Background: an optimization exercise with open tools, aiming at small area and a short achievable clock period. Do not read the settings as production practice.
Only simulation tests tie the RTL to the original design; equivalence was not proved.
Power figures rest on the tool's default switching activity, not on a simulated workload.

==> flow/design.v <==
module PipelineMips(clk, reset, imem_addr, imem_data, dmem_we, dmem_re, dmem_addr, dmem_wdata, dmem_rdata);
  input clk, reset;
  output wire [31:0] imem_addr;
  input [31:0] imem_data;
  output wire dmem_we, dmem_re;
  output wire [31:0] dmem_addr, dmem_wdata;
  input [31:0] dmem_rdata;
  integer i;
  reg [31:2] pc;                             
  reg [31:2] if_pc4;                         
  reg [31:0] if_inst;
  reg        if_z;                           
  reg [31:0] if_g1, if_g2;                   
  reg        ex_regdst;                      
  reg        ex_sub, ex_r_and, ex_r_or, ex_r_sum, ex_r_slt;  
  reg        ex_mr, ex_mw, ex_rw;
  reg [31:0] ex_a, ex_b;                     
  reg [15:0] ex_imm;
  reg [4:0]  ex_rt;
  reg        as_mem, as_wb, as_reg;          
  reg        bsp_imm, bsn_imm, bsp_mem, bsn_mem, bsp_wb, bsn_wb, bs_reg;
  reg        fb_mem, fb_wb;                  
  reg        id_sel1, id_sel2, id_byp1, id_byp2;  
  reg        id_byp0;                        
  reg        mem_mr, mem_mw, mem_rw;         
  reg        mem_mr2;
  reg [31:0] mem_res, mem_wd;                
  reg [4:0]  mem_rd;
  reg        wb_rw;                          
  reg [31:0] wb_wd;
  reg [4:0]  wb_rd;
  reg [31:0] rf [0:31];
  reg [31:0] rf_v;
  wire [31:0] inst  = if_inst & {32{~if_z}};
  wire [5:0] opcode = inst[31:26];
  wire [5:0] func   = inst[5:0];
  wire [4:0] rs     = inst[25:21];
  wire [4:0] rt     = inst[20:16];
  wire [15:0] imm   = inst[15:0];
  wire op_r    = (opcode == 6'b000000);
  wire op_addi = (opcode == 6'b001000);
  wire op_andi = (opcode == 6'b001100);
  wire op_lw   = (opcode == 6'b100011);
  wire op_sw   = (opcode == 6'b101011);
  wire op_beq  = (opcode == 6'b000100);
  wire op_bne  = (opcode == 6'b000101);
  wire op_j    = (opcode == 6'b000010);
  wire c_alusrc = op_addi | op_andi | op_lw | op_sw;
  wire c_aluop1 = op_r | op_andi;
  wire c_aluop0 = op_andi | op_beq | op_bne;
  wire c_regdst = op_r;
  wire c_mr     = op_lw;
  wire c_mw     = op_sw;
  wire c_rw     = op_r | op_addi | op_andi | op_lw;
  wire br       = op_beq | op_bne;
  wire [4:0] rs_r = if_inst[25:21];
  wire [4:0] rt_r = if_inst[20:16];
  wire br_r = (if_inst[31:27] == 5'b00010);    
  wire [4:0] ex_rdf = ex_imm[15:11];         
  wire hz1 = ex_mr & ((ex_rt == rs_r) | (ex_rt == rt_r)) & (ex_rt != 5'd0);
  wire hz2 = mem_mr & br_r & ((mem_rd == rs_r) | (mem_rd == rt_r)) & (mem_rd != 5'd0);
  wire hz3 = ex_rw & br_r & ((ex_rdf == rs_r) | (ex_rdf == rt_r)) & (ex_rdf != 5'd0);
  wire stall = ~if_z & (hz1 | hz2 | hz3);
  reg [31:0] rd1, rd2;
  always @* begin
    rd1 = 32'd0;
    rd2 = 32'd0;
    for (i = 0; i < 32; i = i + 1) begin
      rd1 = rd1 | ({32{if_g1[i]}} & rf[i]);
      rd2 = rd2 | ({32{if_g2[i]}} & rf[i]);
    end
  end
  wire byp0  = id_byp0;
  wire [31:0] rf0 = {32{rf_v[0]}} & rf[0];
  wire s1_mem = ~if_z & id_sel1;
  wire s1_wb  = if_z ? byp0 : (~id_sel1 & id_byp1);
  wire s1_r0  = if_z & ~byp0;
  wire s1_rf  = ~if_z & ~id_sel1 & ~id_byp1;
  wire s2_mem = ~if_z & id_sel2;
  wire s2_wb  = if_z ? byp0 : (~id_sel2 & id_byp2);
  wire s2_rf  = ~if_z & ~id_sel2 & ~id_byp2;
  wire [31:0] op1 = ({32{s1_mem}} & mem_res) | ({32{s1_wb}} & wb_wd) | ({32{s1_r0}} & rf0) | ({32{s1_rf}} & rd1);
  wire [31:0] op2 = ({32{s2_mem}} & mem_res) | ({32{s2_wb}} & wb_wd) | ({32{s1_r0}} & rf0) | ({32{s2_rf}} & rd2);
  wire equal = (op1 == op2);
  wire csel_eq = ~stall & ~op_beq;
  wire csel_ne = ~stall & ~op_bne;
  wire [31:0] rf_w = {31'd0, wb_rw} << wb_rd;
  wire [31:0] rf_vn = rf_v | rf_w;
  wire [4:0] h_rs = stall ? rs_r : imem_data[25:21];
  wire [4:0] h_rt = stall ? rt_r : imem_data[20:16];
  wire [31:0] g1_next = (32'd1 << h_rs) & rf_vn;
  wire [31:0] g2_next = (32'd1 << h_rt) & rf_vn;
  wire [31:2] jt   = {if_pc4[31:28], inst[25:0]};
  wire [31:2] bt   = if_pc4 + {{14{imm[15]}}, imm};
  wire [31:2] pc_nt = op_j ? jt : if_pc4;
  wire [31:2] pc_eq = op_beq ? bt : pc_nt;
  wire [31:2] pc_ne = op_bne ? bt : pc_nt;
  wire [31:2] pc_next = equal ? pc_eq : pc_ne;
  wire z_next = equal ? op_beq : op_bne;     
  wire [4:0] n_exmem_rd = ex_regdst ? ex_rdf : ex_rt;
  wire c1 = ~if_z & ex_rw & (n_exmem_rd != 5'd0) & (n_exmem_rd == rs_r);
  wire c2 = ~if_z & ex_rw & (n_exmem_rd != 5'd0) & (n_exmem_rd == rt_r);
  wire c3 = ~if_z & mem_rw & (mem_rd != 5'd0) & (mem_rd == rs_r);
  wire c4 = ~if_z & mem_rw & (mem_rd != 5'd0) & (mem_rd == rt_r);
  wire n_fa_mem = c1;
  wire n_fb_mem = ~c1 & c2;
  wire n_fa_wb  = ~c1 & ~c2 & c3;
  wire n_fb_wb  = ~c1 & ~c2 & ~c3 & c4;
  wire [5:0] n_func = imem_data[5:0];
  reg [2:0] n_ctl;
  always @* begin
    case ({c_aluop1, c_aluop0})
      2'b00: n_ctl = 3'b010;
      2'b01: n_ctl = 3'b011;
      2'b11: n_ctl = 3'b000;
      default: case (n_func)
        6'b100101: n_ctl = 3'b001;
        6'b100000: n_ctl = 3'b010;
        6'b100010: n_ctl = 3'b011;
        6'b101010: n_ctl = 3'b111;
        default:   n_ctl = 3'b000;
      endcase
    endcase
  end
  wire n_sub = n_ctl[1] & n_ctl[0];          
  wire [4:0] f_rs = imem_data[25:21];
  wire [4:0] f_rt = imem_data[20:16];
  wire [4:0] rdf  = inst[15:11];
  wire n_fany  = c1 | c2 | c3 | c4;
  wire nmem_ok = ex_rw & (n_exmem_rd != 5'd0) & ~n_fany;
  wire tempB_n = c_rw & ((rdf == f_rs) | (rdf == f_rt)) & (rdf != 5'd0);
  wire sel1_n = nmem_ok & ~tempB_n & (n_exmem_rd == f_rs);
  wire sel2_n = nmem_ok & ~tempB_n & (n_exmem_rd == f_rt) & ~(n_exmem_rd == f_rs);
  wire byp1_n = mem_rw & (mem_rd == f_rs);
  wire byp2_n = mem_rw & (mem_rd == f_rt);
  wire sel1_s = nmem_ok & (n_exmem_rd == rs_r);
  wire sel2_s = nmem_ok & (n_exmem_rd == rt_r) & ~(n_exmem_rd == rs_r);
  wire byp1_s = mem_rw & (mem_rd == rs_r);
  wire byp2_s = mem_rw & (mem_rd == rt_r);
  wire sel1_ns = stall ? sel1_s : sel1_n;
  wire sel2_ns = stall ? sel2_s : sel2_n;
  wire byp1_ns = stall ? byp1_s : byp1_n;
  wire byp2_ns = stall ? byp2_s : byp2_n;
  wire [31:0] ext = {{16{ex_imm[15]}}, ex_imm};
  wire [31:0] alu_a = ({32{as_mem}} & mem_res) | ({32{as_wb}} & wb_wd) | ({32{as_reg}} & ex_a);
  wire [31:0] bx = ({32{bsp_imm}} & ext) | ({32{bsn_imm}} & ~ext) |
                   ({32{bsp_mem}} & mem_res) | ({32{bsn_mem}} & ~mem_res) |
                   ({32{bsp_wb}} & wb_wd) | ({32{bsn_wb}} & ~wb_wd) | ({32{bs_reg}} & ex_b);
  wire [31:0] fwd_b = fb_mem ? mem_res : (fb_wb ? wb_wd : (ex_b ^ {32{ex_sub}}));
  wire [33:0] sum = {1'b0, alu_a, 1'b1} + {1'b0, bx, ex_sub};
  wire ltu = ~sum[33];
  wire [31:0] alu_res = ({32{ex_r_and}} & (alu_a & bx)) | ({32{ex_r_or}} & (alu_a | bx)) |
                        ({32{ex_r_sum}} & sum[32:1]) | {31'd0, ex_r_slt & ltu};
  assign imem_addr  = {pc, 2'b00};
  assign dmem_we    = mem_mw;
  assign dmem_re    = mem_mr;              
  assign dmem_addr  = mem_res;
  assign dmem_wdata = mem_wd;
  always @(posedge clk or posedge reset) begin
    if (reset) begin
      pc <= 30'd0;
      if_pc4 <= 30'd0;
      mem_mr2 <= 1'b0;
      if_z <= 1'b1;
      id_byp0 <= 1'b0;
      ex_mr <= 1'b0; ex_mw <= 1'b0; ex_rw <= 1'b0;
      mem_mr <= 1'b0; mem_mw <= 1'b0; mem_rw <= 1'b0;
      wb_rw <= 1'b0;
      rf_v <= 32'd0;
    end else begin
      pc <= pc_next;
      if (~stall) if_pc4 <= pc + 30'd1;
      mem_mr2 <= ex_mr;
      if_z <= z_next;
      id_byp0 <= mem_rw & (mem_rd == 5'd0);
      ex_mr <= equal ? (csel_eq & c_mr) : (csel_ne & c_mr);
      ex_mw <= equal ? (csel_eq & c_mw) : (csel_ne & c_mw);
      ex_rw <= equal ? (csel_eq & c_rw) : (csel_ne & c_rw);
      mem_mr <= ex_mr; mem_mw <= ex_mw; mem_rw <= ex_rw;
      wb_rw <= mem_rw;
      rf_v <= rf_vn;
    end
  end
  always @(posedge clk) begin
    if (~stall) if_inst <= imem_data;
    if_g1 <= g1_next;
    if_g2 <= g2_next;
    id_sel1 <= sel1_ns;
    id_sel2 <= sel2_ns;
    id_byp1 <= byp1_ns;
    id_byp2 <= byp2_ns;
    ex_regdst <= equal ? (csel_eq & c_regdst) : (csel_ne & c_regdst);
    ex_a <= op1;
    ex_b <= op2 ^ {32{n_sub}};
    ex_imm <= imm;
    ex_rt <= rt;
    as_mem <= n_fa_mem;
    as_wb  <= n_fa_wb;
    as_reg <= ~(n_fa_mem | n_fa_wb);
    bsp_imm <= c_alusrc & ~n_sub;
    bsn_imm <= c_alusrc & n_sub;
    bsp_mem <= ~c_alusrc & n_fb_mem & ~n_sub;
    bsn_mem <= ~c_alusrc & n_fb_mem & n_sub;
    bsp_wb  <= ~c_alusrc & n_fb_wb & ~n_sub;
    bsn_wb  <= ~c_alusrc & n_fb_wb & n_sub;
    bs_reg <= ~c_alusrc & ~(n_fb_mem | n_fb_wb);
    ex_sub   <= n_sub;
    ex_r_and <= (n_ctl == 3'b000);
    ex_r_or  <= (n_ctl == 3'b001);
    ex_r_sum <= (n_ctl[2:1] == 2'b01);
    ex_r_slt <= n_ctl[2];
    fb_mem <= n_fb_mem;
    fb_wb  <= n_fb_wb;
    mem_res <= alu_res;
    mem_wd <= fwd_b;
    mem_rd <= n_exmem_rd;
    wb_wd <= mem_mr2 ? dmem_rdata : mem_res;
    wb_rd <= mem_rd;
    for (i = 0; i < 32; i = i + 1)
      if (rf_w[i]) rf[i] <= wb_wd;
  end
endmodule
Settings: LEC_CHECK=0, CAP_MARGIN=30, CORE_MARGIN=2, CORE_UTILIZATION=55, SLEW_MARGIN=30; clock period 12.0 ns.
standard.sh (not shown) runs the stock make flow with config.mk's settings and CLKGATE_MAP_FILE= SYNTH_SCRIPT=/design/flow/synth_recipe.tcl, a recipe that flattens the netlist after the stock synthesis.
==> flow/flow/run.sh <==
#!/bin/bash
# Layout flow: the standard ORFS flow (standard.sh) with
#  - plain buf_2 port buffers instead of delay buffers;
#  - a clock tree of clkbuf_16 with larger clusters and no dummy loads.
# The make output goes to flow.log here; ORFS writes each step's log under orfs/logs.
set -euo pipefail
export SETUP_SLACK_MARGIN=8
export TNS_END_PERCENT=10
export BUFFER_PORTS_ARGS="-buffer_cell sky130_fd_sc_hd__buf_2"
export CTS_ARGS="-sink_clustering_enable -repair_clock_nets -dont_use_dummy_load -buf_list sky130_fd_sc_hd__clkbuf_16 -sink_clustering_size 25 -sink_clustering_max_diameter 70"
bash standard.sh > flow.log 2>&1
The first run completed with no timing, DRC or antenna violations.
Rerun with:
--- a/flow/design.v
+++ b/flow/design.v
@@ -16,11 +16,11 @@
   reg        ex_mr, ex_mw, ex_rw;
   reg [31:0] ex_a, ex_b;                     
   reg [15:0] ex_imm;
   reg [4:0]  ex_rt;
   reg        as_mem, as_wb, as_reg;          
-  reg        bsp_imm, bsn_imm, bsp_mem, bsn_mem, bsp_wb, bsn_wb, bs_reg;
+  reg        bs_imm, bs_mem, bs_wb, bs_reg;  
   reg        fb_mem, fb_wb;                  
   reg        id_sel1, id_sel2, id_byp1, id_byp2;  
   reg        id_byp0;                        
   reg        mem_mr, mem_mw, mem_rw;         
   reg        mem_mr2;
@@ -120,11 +120,10 @@
         6'b101010: n_ctl = 3'b111;
         default:   n_ctl = 3'b000;
       endcase
     endcase
   end
-  wire n_sub = n_ctl[1] & n_ctl[0];          
   wire [4:0] f_rs = imem_data[25:21];
   wire [4:0] f_rt = imem_data[20:16];
   wire [4:0] rdf  = inst[15:11];
   wire n_fany  = c1 | c2 | c3 | c4;
   wire nmem_ok = ex_rw & (n_exmem_rd != 5'd0) & ~n_fany;
@@ -141,17 +140,16 @@
   wire sel2_ns = stall ? sel2_s : sel2_n;
   wire byp1_ns = stall ? byp1_s : byp1_n;
   wire byp2_ns = stall ? byp2_s : byp2_n;
   wire [31:0] ext = {{16{ex_imm[15]}}, ex_imm};
   wire [31:0] alu_a = ({32{as_mem}} & mem_res) | ({32{as_wb}} & wb_wd) | ({32{as_reg}} & ex_a);
-  wire [31:0] bx = ({32{bsp_imm}} & ext) | ({32{bsn_imm}} & ~ext) |
-                   ({32{bsp_mem}} & mem_res) | ({32{bsn_mem}} & ~mem_res) |
-                   ({32{bsp_wb}} & wb_wd) | ({32{bsn_wb}} & ~wb_wd) | ({32{bs_reg}} & ex_b);
-  wire [31:0] fwd_b = fb_mem ? mem_res : (fb_wb ? wb_wd : (ex_b ^ {32{ex_sub}}));
+  wire [31:0] alu_b = ({32{bs_imm}} & ext) | ({32{bs_mem}} & mem_res) | ({32{bs_wb}} & wb_wd) | ({32{bs_reg}} & ex_b);
+  wire [31:0] fwd_b = fb_mem ? mem_res : (fb_wb ? wb_wd : ex_b);
+  wire [31:0] bx = alu_b ^ {32{ex_sub}};
   wire [33:0] sum = {1'b0, alu_a, 1'b1} + {1'b0, bx, ex_sub};
   wire ltu = ~sum[33];
-  wire [31:0] alu_res = ({32{ex_r_and}} & (alu_a & bx)) | ({32{ex_r_or}} & (alu_a | bx)) |
+  wire [31:0] alu_res = ({32{ex_r_and}} & (alu_a & alu_b)) | ({32{ex_r_or}} & (alu_a | alu_b)) |
                         ({32{ex_r_sum}} & sum[32:1]) | {31'd0, ex_r_slt & ltu};
   assign imem_addr  = {pc, 2'b00};
   assign dmem_we    = mem_mw;
   assign dmem_re    = mem_mr;              
   assign dmem_addr  = mem_res;
@@ -189,24 +187,21 @@
     id_sel2 <= sel2_ns;
     id_byp1 <= byp1_ns;
     id_byp2 <= byp2_ns;
     ex_regdst <= equal ? (csel_eq & c_regdst) : (csel_ne & c_regdst);
     ex_a <= op1;
-    ex_b <= op2 ^ {32{n_sub}};
+    ex_b <= op2;
     ex_imm <= imm;
     ex_rt <= rt;
     as_mem <= n_fa_mem;
     as_wb  <= n_fa_wb;
     as_reg <= ~(n_fa_mem | n_fa_wb);
-    bsp_imm <= c_alusrc & ~n_sub;
-    bsn_imm <= c_alusrc & n_sub;
-    bsp_mem <= ~c_alusrc & n_fb_mem & ~n_sub;
-    bsn_mem <= ~c_alusrc & n_fb_mem & n_sub;
-    bsp_wb  <= ~c_alusrc & n_fb_wb & ~n_sub;
-    bsn_wb  <= ~c_alusrc & n_fb_wb & n_sub;
+    bs_imm <= c_alusrc;
+    bs_mem <= ~c_alusrc & n_fb_mem;
+    bs_wb  <= ~c_alusrc & n_fb_wb;
     bs_reg <= ~c_alusrc & ~(n_fb_mem | n_fb_wb);
-    ex_sub   <= n_sub;
+    ex_sub   <= n_ctl[0];
     ex_r_and <= (n_ctl == 3'b000);
     ex_r_or  <= (n_ctl == 3'b001);
     ex_r_sum <= (n_ctl[2:1] == 2'b01);
     ex_r_slt <= n_ctl[2];
     fb_mem <= n_fb_mem;
Effect:
- final cell count fell by 3.0%
- sequential power barely changes
- routed wire length came out lower by 11%
- count of clock-buffer cells in the layout decreases by 1
- worst setup slack improved by 0.24 ns
- maximum frequency rose by 5.7%
- design area goes down by 3.7%
- total power fell by 2.1%

[port drivers added, routing unchanged]
The results above use ideal ports. As a check the final layouts listed here were re-extracted and re-timed, cells and wires unchanged. Step 1 sets driving cells, clkbuf_16 on the clock port and buf_2 on the other inputs (assumed; they add their load-dependent delay and slew). Step 2, shift: input delay + t, output delay - t, t = (earliest + latest rising clock arrival at the registers) / 2. This alone moves slack from input paths to output paths. Slacks: ideal ports / drivers / drivers and shift; pairs: ideal ports / drivers.
run	t, ns	slack for setup (ns)	worst setup path after step 2	clock arrival spread, ns
the first run	0.779	7.565 / 7.565 / 7.144	input to register	0.099 / 0.099
the second run	0.781	7.804 / 7.804 / 7.791	input to register	0.082 / 0.082
After both steps setup and hold are still met in every run listed. The setup slack of the first run, which loses most, moves by 0.000 ns with the drivers and by -0.421 ns with both steps.
